Context: an optimization exercise on an open-source flow, tuned for small area, a short achievable clock period and few clock cycles. The choices shown serve that exercise and are no tape-out recipe.
Function was checked by simulation only, so behaviour that the tests miss may differ from the original.
Power and IR drop assume default switching activity.

==> inputs of job 7554 <==
==> flow/design.v <==
module mips_aoi222(a1, a2, b1, b2, c1, c2, y);
  input a1, a2, b1, b2, c1, c2;
  output y;
  assign y = ~((a1 & a2) | (b1 & b2) | (c1 & c2));
endmodule
module mips_aoi22(a1, a2, b1, b2, y);
  input a1, a2, b1, b2;
  output y;
  assign y = ~((a1 & a2) | (b1 & b2));
endmodule
module mips_nand3(a, b, c, y);
  input a, b, c;
  output y;
  assign y = ~(a & b & c);
endmodule
module mips_nand2(a, b, y);
  input a, b;
  output y;
  assign y = ~(a & b);
endmodule
module mips_nor2(a, b, y);
  input a, b;
  output y;
  assign y = ~(a | b);
endmodule
module mips_rdbit(d, s, y);
  input [31:0] d, s;
  output y;
  wire [10:0] n;
  genvar i;
  generate for (i = 0; i < 10; i = i + 1) begin : g_aoi
    mips_aoi222 u(.a1(d[3*i]), .a2(s[3*i]), .b1(d[3*i+1]), .b2(s[3*i+1]),
                  .c1(d[3*i+2]), .c2(s[3*i+2]), .y(n[i]));
  end endgenerate
  mips_aoi22 u10(.a1(d[30]), .a2(s[30]), .b1(d[31]), .b2(s[31]), .y(n[10]));
  wire g0, g1, g2, g3, h0, h1;
  mips_nand3 t0(.a(n[0]), .b(n[1]), .c(n[2]), .y(g0));
  mips_nand3 t1(.a(n[3]), .b(n[4]), .c(n[5]), .y(g1));
  mips_nand3 t2(.a(n[6]), .b(n[7]), .c(n[8]), .y(g2));
  mips_nand2 t3(.a(n[9]), .b(n[10]), .y(g3));
  mips_nor2  t4(.a(g0), .b(g1), .y(h0));
  mips_nor2  t5(.a(g2), .b(g3), .y(h1));
  mips_nand2 t6(.a(h0), .b(h1), .y(y));
endmodule
module mips_fa(a, b, c, s, co);
  input a, b, c;
  output s, co;
  assign s  = a ^ b ^ c;
  assign co = (a & b) | (a & c) | (b & c);
endmodule
module mips_mulstep(hi, mcand, m, sum);
  input [31:0] hi, mcand;
  input [3:0] m;
  output [35:0] sum;
  wire [31:0] p0 = mcand & {32{m[0]}};
  wire [31:0] p1 = mcand & {32{m[1]}};
  wire [31:0] p2 = mcand & {32{m[2]}};
  wire [31:0] p3 = mcand & {32{m[3]}};
  wire [35:0] x0 = {4'd0, hi};
  wire [35:0] x1 = {4'd0, p0};
  wire [35:0] x2 = {3'd0, p1, 1'b0};
  wire [35:0] x3 = {2'd0, p2, 2'b0};
  wire [35:0] x4 = {1'b0, p3, 3'b0};
  wire [35:0] s1, c1, s2, c2, s3, c3;
  genvar i;
  generate for (i = 0; i < 36; i = i + 1) begin : g_csa
    mips_fa f1(.a(x0[i]), .b(x1[i]), .c(x2[i]), .s(s1[i]), .co(c1[i]));
    mips_fa f2(.a(x3[i]), .b(x4[i]), .c(s1[i]), .s(s2[i]), .co(c2[i]));
    if (i == 0) begin : g0
      assign s3[0] = s2[0];
      assign c3[0] = 1'b0;
    end else begin : gn
      mips_fa f3(.a(c1[i-1]), .b(c2[i-1]), .c(s2[i]), .s(s3[i]), .co(c3[i]));
    end
  end endgenerate
  assign sum = s3 + {c3[34:0], 1'b0};
endmodule
module mips_alu(a, b, sh, c_sum, c_slt, c_and, c_or, c_xor, c_sh, c_rev,
                c_hi, c_lo, c_jal, c_lw, c_subt, c_add8,
                c_srl, c_rbit, c_sadd, c_ssub, hi, lo, pc, rdata, result);
  input [31:0] a, b, hi, lo, rdata;
  input [4:0] sh;
  input [6:0] pc;
  input c_sum, c_slt, c_and, c_or, c_xor, c_sh, c_rev, c_hi, c_lo,
        c_jal, c_lw, c_subt, c_add8, c_srl, c_rbit, c_sadd, c_ssub;
  output [31:0] result;
  wire [31:0] bx     = b ^ {32{c_subt}};
  wire        g      = ~c_add8;
  wire [35:0] sum36  = {1'b0, a[31:24], g, a[23:16], g, a[15:8], g, a[7:0]}
                     + {1'b0, bx[31:24], 1'b0, bx[23:16], 1'b0, bx[15:8], 1'b0, bx[7:0]}
                     + {35'd0, c_subt};
  wire [31:0] sum    = {sum36[34:27], sum36[25:18], sum36[16:9], sum36[7:0]};
  wire        cout   = sum36[35];
  wire [31:0] satsum = (sum | {32{c_sadd & cout}}) & ~{32{c_ssub & ~cout}};
  wire [31:0] brev;
  genvar gi;
  generate for (gi = 0; gi < 32; gi = gi + 1) begin : g_rev
    assign brev[gi] = b[31 - gi];
  end endgenerate
  wire [31:0] shin   = (c_srl | c_rbit) ? brev : b;
  wire [31:0] shl    = shin << (c_rbit ? 5'd0 : sh);
  wire [31:0] shlrev;
  generate for (gi = 0; gi < 32; gi = gi + 1) begin : g_rev2
    assign shlrev[gi] = shl[31 - gi];
  end endgenerate
  wire [31:0] shres  = c_srl ? shlrev : shl;
  assign result =
      ({32{c_sum}} & satsum)
    | ({32{c_slt}} & {31'd0, ~cout})
    | ({32{c_and}} & (a & b))
    | ({32{c_or}}  & (a | b))
    | ({32{c_xor}} & (a ^ b))
    | ({32{c_sh}}  & shres)
    | ({32{c_rev}} & {b[7:0], b[15:8], b[23:16], b[31:24]})
    | ({32{c_hi}}  & hi)
    | ({32{c_lo}}  & lo)
    | ({32{c_jal}} & {25'd0, pc})
    | ({32{c_lw}}  & rdata);
endmodule
module mips_core(clk, rst, mem_cs, mem_we, mem_addr, mem_wdata, mem_rdata);
  input clk, rst;
  output mem_cs, mem_we;
  output [6:0] mem_addr;
  output [31:0] mem_wdata;
  input [31:0] mem_rdata;
  reg [10:0] ir;                   
  reg        irv;                  
  reg [6:0]  pc;                   
  reg [6:0]  fa;                   
  reg [6:0]  bt;                   
  reg [31:0] a, b;                 
  reg [31:0] rf [0:31];
  reg [31:0] hi, lo, mcand;        
  reg [3:0]  mcnt;                 
  wire [31:0] n    = mem_rdata;
  wire [5:0]  nop  = n[31:26];
  wire [5:0]  nfn  = n[5:0];
  wire        nr   = (nop == 6'b000000);
  wire f_add  = nr & (nfn == 6'b100000);
  wire f_sub  = nr & (nfn == 6'b100010);
  wire f_and  = nr & (nfn == 6'b100100);
  wire f_or   = nr & (nfn == 6'b100101);
  wire f_xor  = nr & (nfn == 6'b100110);
  wire f_slt  = nr & (nfn == 6'b101010);
  wire f_sll  = nr & (nfn == 6'b000000);
  wire f_srl  = nr & (nfn == 6'b000010);
  wire f_jr   = nr & (nfn == 6'b001000);
  wire f_mult = nr & (nfn == 6'b011000);
  wire f_mfhi = nr & (nfn == 6'b010000);
  wire f_mflo = nr & (nfn == 6'b010010);
  wire f_add8 = nr & (nfn == 6'b101101);
  wire f_rbit = nr & (nfn == 6'b101111);
  wire f_rev  = nr & (nfn == 6'b110000);
  wire f_sadd = nr & (nfn == 6'b110001);
  wire f_ssub = nr & (nfn == 6'b110010);
  wire o_addi = (nop == 6'b001000);
  wire o_andi = (nop == 6'b001100);
  wire o_ori  = (nop == 6'b001101);
  wire o_lui  = (nop == 6'b001111);
  wire o_lw   = (nop == 6'b100011);
  wire o_sw   = (nop == 6'b101011);
  wire o_beq  = (nop == 6'b000100);
  wire o_bne  = (nop == 6'b000101);
  wire o_j    = (nop == 6'b000010);
  wire o_jal  = (nop == 6'b000011);
  reg c_sum, c_slt, c_and, c_or, c_xor, c_sh, c_rev, c_hi, c_lo, c_jal,
      c_lw, c_subt, c_add8, c_srl, c_rbit, c_sadd, c_ssub,
      c_mult, c_jr, c_jmp, c_sw, c_we, c_taken;
  reg [4:0] c_wa;
  reg [6:0] c_daddr;               
  reg       c_stall;               
  reg       c_memop;               
  reg       busy;                  
  wire        stall = c_stall;
  wire        memop = c_memop;
  wire [31:0] result;
  mips_alu alu(.a(a), .b(b), .sh(ir[10:6]),
    .c_sum(c_sum), .c_slt(c_slt), .c_and(c_and), .c_or(c_or), .c_xor(c_xor),
    .c_sh(c_sh), .c_rev(c_rev), .c_hi(c_hi), .c_lo(c_lo),
    .c_jal(c_jal), .c_lw(c_lw), .c_subt(c_subt), .c_add8(c_add8), .c_srl(c_srl), .c_rbit(c_rbit), .c_sadd(c_sadd),
    .c_ssub(c_ssub), .hi(hi), .lo(lo), .pc(pc), .rdata(mem_rdata),
    .result(result));
  wire        we_rf = (irv & c_we) | (memop & c_lw);
  always @(posedge clk)
    if (we_rf) rf[c_wa] <= result;
  wire [4:0]  frs = n[25:21];
  wire [4:0]  frt = n[20:16];
  wire        nimm = o_addi | o_andi | o_ori | o_lui;
  wire [31:0] sa = 32'd1 << frs;
  wire [31:0] sb = 32'd1 << frt;
  wire [31:0] immv = o_lui ? {n[15:0], 16'd0} : {{16{n[15]}}, n[15:0]};
  wire [31:0] ra, rb;
  genvar gb, gr;
  generate for (gb = 0; gb < 32; gb = gb + 1) begin : g_rd
    wire [31:0] col;
    for (gr = 0; gr < 32; gr = gr + 1) begin : g_col
      assign col[gr] = rf[gr][gb];
    end
    mips_rdbit ua(.d(col), .s(sa), .y(ra[gb]));
    mips_rdbit ub(.d(col), .s(sb), .y(rb[gb]));
  end endgenerate
  wire [31:0] na = o_lui ? 32'd0 : (we_rf & (c_wa == frs)) ? result : ra;
  wire [31:0] nb = nimm ? immv : (we_rf & (c_wa == frt)) ? result : rb;
  wire [6:0]  nf    = ~irv ? pc
                    : stall ? fa
                    : c_taken ? bt
                    : c_jmp ? ir[6:0]
                    : c_jr ? a[6:0]
                    : pc;
  wire        mstart = irv & c_mult;
  wire        irv_n  = ~rst & ~memop;
  wire        busy_n = ~rst & (mstart | (busy & (mcnt != 4'd1)));
  wire        wait_n = we_rf & (((o_beq | o_bne | o_lw | o_sw) & (c_wa == frs))
                              | ((o_beq | o_bne) & (c_wa == frt)));
  wire        eq_n   = (ra == rb);
  assign mem_cs    = 1'b1;
  assign mem_we    = memop & c_sw;
  assign mem_addr  = memop ? c_daddr : nf;
  assign mem_wdata = b;
  always @(posedge clk) begin
    if (rst) begin
      irv <= 1'b0;
      pc  <= 7'd0;
    end else if (memop) begin
      irv <= 1'b0;
    end else begin
      irv <= 1'b1;
      pc  <= nf + 7'd1;
    end
    fa <= nf;
    bt <= nf + 7'd1 + n[6:0];
    begin
      ir <= n[10:0];
      a  <= na;
      b  <= nb;
      c_sum    <= f_add | f_sub | f_add8 | f_sadd | f_ssub | o_addi;
      c_slt    <= f_slt;
      c_and    <= f_and | o_andi;
      c_or     <= f_or | o_ori | o_lui;
      c_xor    <= f_xor;
      c_sh     <= f_sll | f_srl | f_rbit;
      c_rev    <= f_rev;
      c_hi     <= f_mfhi;
      c_lo     <= f_mflo;
      c_jal    <= o_jal;
      c_lw     <= o_lw;
      c_subt   <= f_sub | f_slt | f_ssub;
      c_add8   <= f_add8;
      c_srl    <= f_srl;
      c_rbit   <= f_rbit;
      c_sadd   <= f_sadd;
      c_ssub   <= f_ssub;
      c_mult   <= f_mult;
      c_jr     <= f_jr;
      c_taken  <= (o_beq & eq_n) | (o_bne & ~eq_n);
      c_daddr  <= ra[6:0] + n[6:0];
      c_stall  <= irv_n & (((f_mfhi | f_mflo) & busy_n) | wait_n);
      c_memop  <= irv_n & (o_lw | o_sw) & ~wait_n;
      c_jmp    <= o_j | o_jal;
      c_sw     <= o_sw;
      c_we     <= (nr & ~f_jr & ~f_mult) | o_addi | o_andi | o_ori | o_lui
                | o_jal;
      c_wa     <= o_jal ? 5'd31 : (f_rbit | f_rev) ? n[25:21]
                : nr ? n[15:11] : n[20:16];
    end
  end
  wire [35:0] pstep;
  mips_mulstep mstep(.hi(hi), .mcand(mcand), .m(lo[3:0]), .sum(pstep));
  always @(posedge clk) begin
    busy <= busy_n;
    if (rst) mcnt <= 4'd0;
    else if (mstart) mcnt <= 4'd8;
    else if (busy) mcnt <= mcnt - 4'd1;
    if (mstart) begin
      mcand <= a;
      lo    <= b;
      hi    <= 32'd0;
    end else if (busy) begin
      hi <= pstep[35:4];
      lo <= {pstep[3:0], lo[31:4]};
    end
  end
endmodule
==> flow/flow/run.sh <==
#!/bin/bash
set -euo pipefail
bash standard.sh MATCH_CELL_FOOTPRINT=0 \
  "BUFFER_PORTS_ARGS=-buffer_cell sky130_fd_sc_hd__buf_2" \
  SETUP_SLACK_MARGIN=6 finish > standard.log 2>&1
==> flow/standard.sh <==
#!/bin/bash
# synth_recipe.tcl (not shown) runs the flow's synth.tcl, then flattens the netlist and writes it again
# the make line also repeats each setting of config.mk as NAME=value (left out here)
make -C /OpenROAD-flow-scripts/flow DESIGN_CONFIG=/design/flow/config.mk WORK_HOME=/design/flow/orfs CLKGATE_MAP_FILE= SYNTH_SCRIPT=/design/flow/synth_recipe.tcl "${@:-finish}"
==> flow/config.mk <==
export PLATFORM = sky130hd
export DESIGN_NAME = mips_core
export DESIGN_NICKNAME = mips_core
export VERILOG_FILES = /design/flow/design.v
export SDC_FILE = /design/flow/constraint.sdc
export NUM_CORES = 4
export LEC_CHECK = 0
export CAP_MARGIN = 20
export CORE_MARGIN = 2
export CORE_UTILIZATION = 40
export PLACE_DENSITY = 0.6
export SLEW_MARGIN = 20
export SYNTH_HIERARCHICAL = 1
export SYNTH_MINIMUM_KEEP_SIZE = 0
==> flow/constraint.sdc <==
create_clock -name core_clock -period 10.5 [get_ports {clk}]
set_input_delay 2.1000 -clock core_clock [delete_from_list [all_inputs] [get_ports {clk}]]
set_output_delay 2.1000 -clock core_clock [all_outputs]
set_load 0.01 [all_outputs]
==> inputs of job 5056, as changes to job 7554 <==
--- a/flow/design.v
+++ b/flow/design.v
@@ -166,12 +166,9 @@
   reg c_sum, c_slt, c_and, c_or, c_xor, c_sh, c_rev, c_hi, c_lo, c_jal,
       c_lw, c_subt, c_add8, c_srl, c_rbit, c_sadd, c_ssub,
-      c_mult, c_jr, c_jmp, c_sw, c_we, c_taken;
+      c_mult, c_mf, c_jr, c_beq, c_bne, c_jmp, c_sw, c_we, c_bwait, c_eq;
   reg [4:0] c_wa;
-  reg [6:0] c_daddr;               
-  reg       c_stall;               
-  reg       c_memop;               
-  reg       busy;                  
-  wire        stall = c_stall;
-  wire        memop = c_memop;
+  wire        busy  = (mcnt != 4'd0);
+  wire        stall = irv & ((c_mf & busy) | c_bwait);
+  wire        memop = irv & (c_lw | c_sw);
   wire [31:0] result;
   mips_alu alu(.a(a), .b(b), .sh(ir[10:6]),
@@ -181,5 +178,5 @@
     .c_ssub(c_ssub), .hi(hi), .lo(lo), .pc(pc), .rdata(mem_rdata),
     .result(result));
-  wire        we_rf = (irv & c_we) | (memop & c_lw);
+  wire        we_rf = irv & c_we;
   always @(posedge clk)
     if (we_rf) rf[c_wa] <= result;
@@ -202,19 +199,15 @@
   wire [31:0] na = o_lui ? 32'd0 : (we_rf & (c_wa == frs)) ? result : ra;
   wire [31:0] nb = nimm ? immv : (we_rf & (c_wa == frt)) ? result : rb;
+  wire        taken = irv & ~c_bwait & ((c_beq & c_eq) | (c_bne & ~c_eq));
   wire [6:0]  nf    = ~irv ? pc
                     : stall ? fa
-                    : c_taken ? bt
+                    : taken ? bt
                     : c_jmp ? ir[6:0]
                     : c_jr ? a[6:0]
                     : pc;
-  wire        mstart = irv & c_mult;
-  wire        irv_n  = ~rst & ~memop;
-  wire        busy_n = ~rst & (mstart | (busy & (mcnt != 4'd1)));
-  wire        wait_n = we_rf & (((o_beq | o_bne | o_lw | o_sw) & (c_wa == frs))
-                              | ((o_beq | o_bne) & (c_wa == frt)));
-  wire        eq_n   = (ra == rb);
+  wire [6:0]  daddr = a[6:0] + ir[6:0];
   assign mem_cs    = 1'b1;
   assign mem_we    = memop & c_sw;
-  assign mem_addr  = memop ? c_daddr : nf;
+  assign mem_addr  = memop ? daddr : nf;
   assign mem_wdata = b;
   always @(posedge clk) begin
@@ -252,13 +245,14 @@
       c_ssub   <= f_ssub;
       c_mult   <= f_mult;
+      c_mf     <= f_mfhi | f_mflo;
       c_jr     <= f_jr;
-      c_taken  <= (o_beq & eq_n) | (o_bne & ~eq_n);
-      c_daddr  <= ra[6:0] + n[6:0];
-      c_stall  <= irv_n & (((f_mfhi | f_mflo) & busy_n) | wait_n);
-      c_memop  <= irv_n & (o_lw | o_sw) & ~wait_n;
+      c_beq    <= o_beq;
+      c_bne    <= o_bne;
+      c_eq     <= (ra == rb);
+      c_bwait  <= (o_beq | o_bne) & we_rf & ((c_wa == frs) | (c_wa == frt));
       c_jmp    <= o_j | o_jal;
       c_sw     <= o_sw;
       c_we     <= (nr & ~f_jr & ~f_mult) | o_addi | o_andi | o_ori | o_lui
-                | o_jal;
+                | o_jal | o_lw;
       c_wa     <= o_jal ? 5'd31 : (f_rbit | f_rev) ? n[25:21]
                 : nr ? n[15:11] : n[20:16];
@@ -267,6 +261,6 @@
   wire [35:0] pstep;
   mips_mulstep mstep(.hi(hi), .mcand(mcand), .m(lo[3:0]), .sum(pstep));
+  wire mstart = irv & c_mult;
   always @(posedge clk) begin
-    busy <= busy_n;
     if (rst) mcnt <= 4'd0;
     else if (mstart) mcnt <= 4'd8;
==> results.txt <==
Placement-stage worst setup slack: job 7554 3.94 ns; job 5056 4.50 ns
Sum of met3 wire segment lengths after detailed routing: job 7554 35.6 mm; job 5056 34.5 mm
Layout filler cell count: job 7554 13600; job 5056 13800
Average instance area after synthesis: job 7554 13.0 um^2; job 5056 12.9 um^2
Yosys cell types: job 7554 105; job 5056 109
Per-cell via count in the routed design: job 7554 6.87; job 5056 6.91
Gate power share: job 7554 0.237; job 5056 0.456
CTS sink count: job 7554 1259; job 5056 1253
Power, Total: job 7554 13.9 mW; job 5056 20.2 mW
Outcome: job 7554 timing/DRC/antenna clean; job 5056 timing/DRC/antenna clean
Netlist Area Pre-Place: job 7554 62700 um^2; job 5056 62600 um^2
Highest Clock Rate: job 7554 202 MHz; job 5056 201 MHz
First element of the critical path: job 7554 mem_rdata[16]; job 5056 mcnt[1]
Placed cells: job 7554 6968; job 5056 7034
Clock Skews: job 7554 0.0262 ns; job 5056 0.0719 ns
Testbench counts of job 7554, summed over its fixed seeds: cycles 106,504.
Testbench counts of job 5056, summed over its fixed seeds: cycles 105,704.

-- re-timing with driven ports --
How much do the figures lean on ideal ports? The routed layouts below were timed once more, with nothing changed but the port constraints. Step 1 sets driving cells, clkbuf_16 on the clock port and buf_2 on the other inputs (assumed; they add their load-dependent delay and slew). Step 2 adds t to the input delays and takes it off the output delays; t is the mean of the earliest and latest rising clock arrival at the registers after step 1. Input paths then give back, and output paths get back, about the clock's delay inside the block. Slacks: no drivers / after step 1 / after step 2; pairs: no drivers / after step 1.
| run | t (ns) | setup slack, ns | worst hold slack (ns) | worst setup path after step 2 |
|---|---|---|---|---|
| job 7554 | 0.861 | 5.544 / 5.594 / 4.732 | 0.519 / 0.519 / 0.519 | input to register |
| job 5056 | 0.858 | 5.514 / 5.435 / 5.091 | 0.501 / 0.501 / 0.501 | input to register |
After both steps setup and hold are still met in every run listed. For job 7554, which loses most, drivers alone change the setup slack by +0.050 ns; drivers and shift together by -0.812 ns.
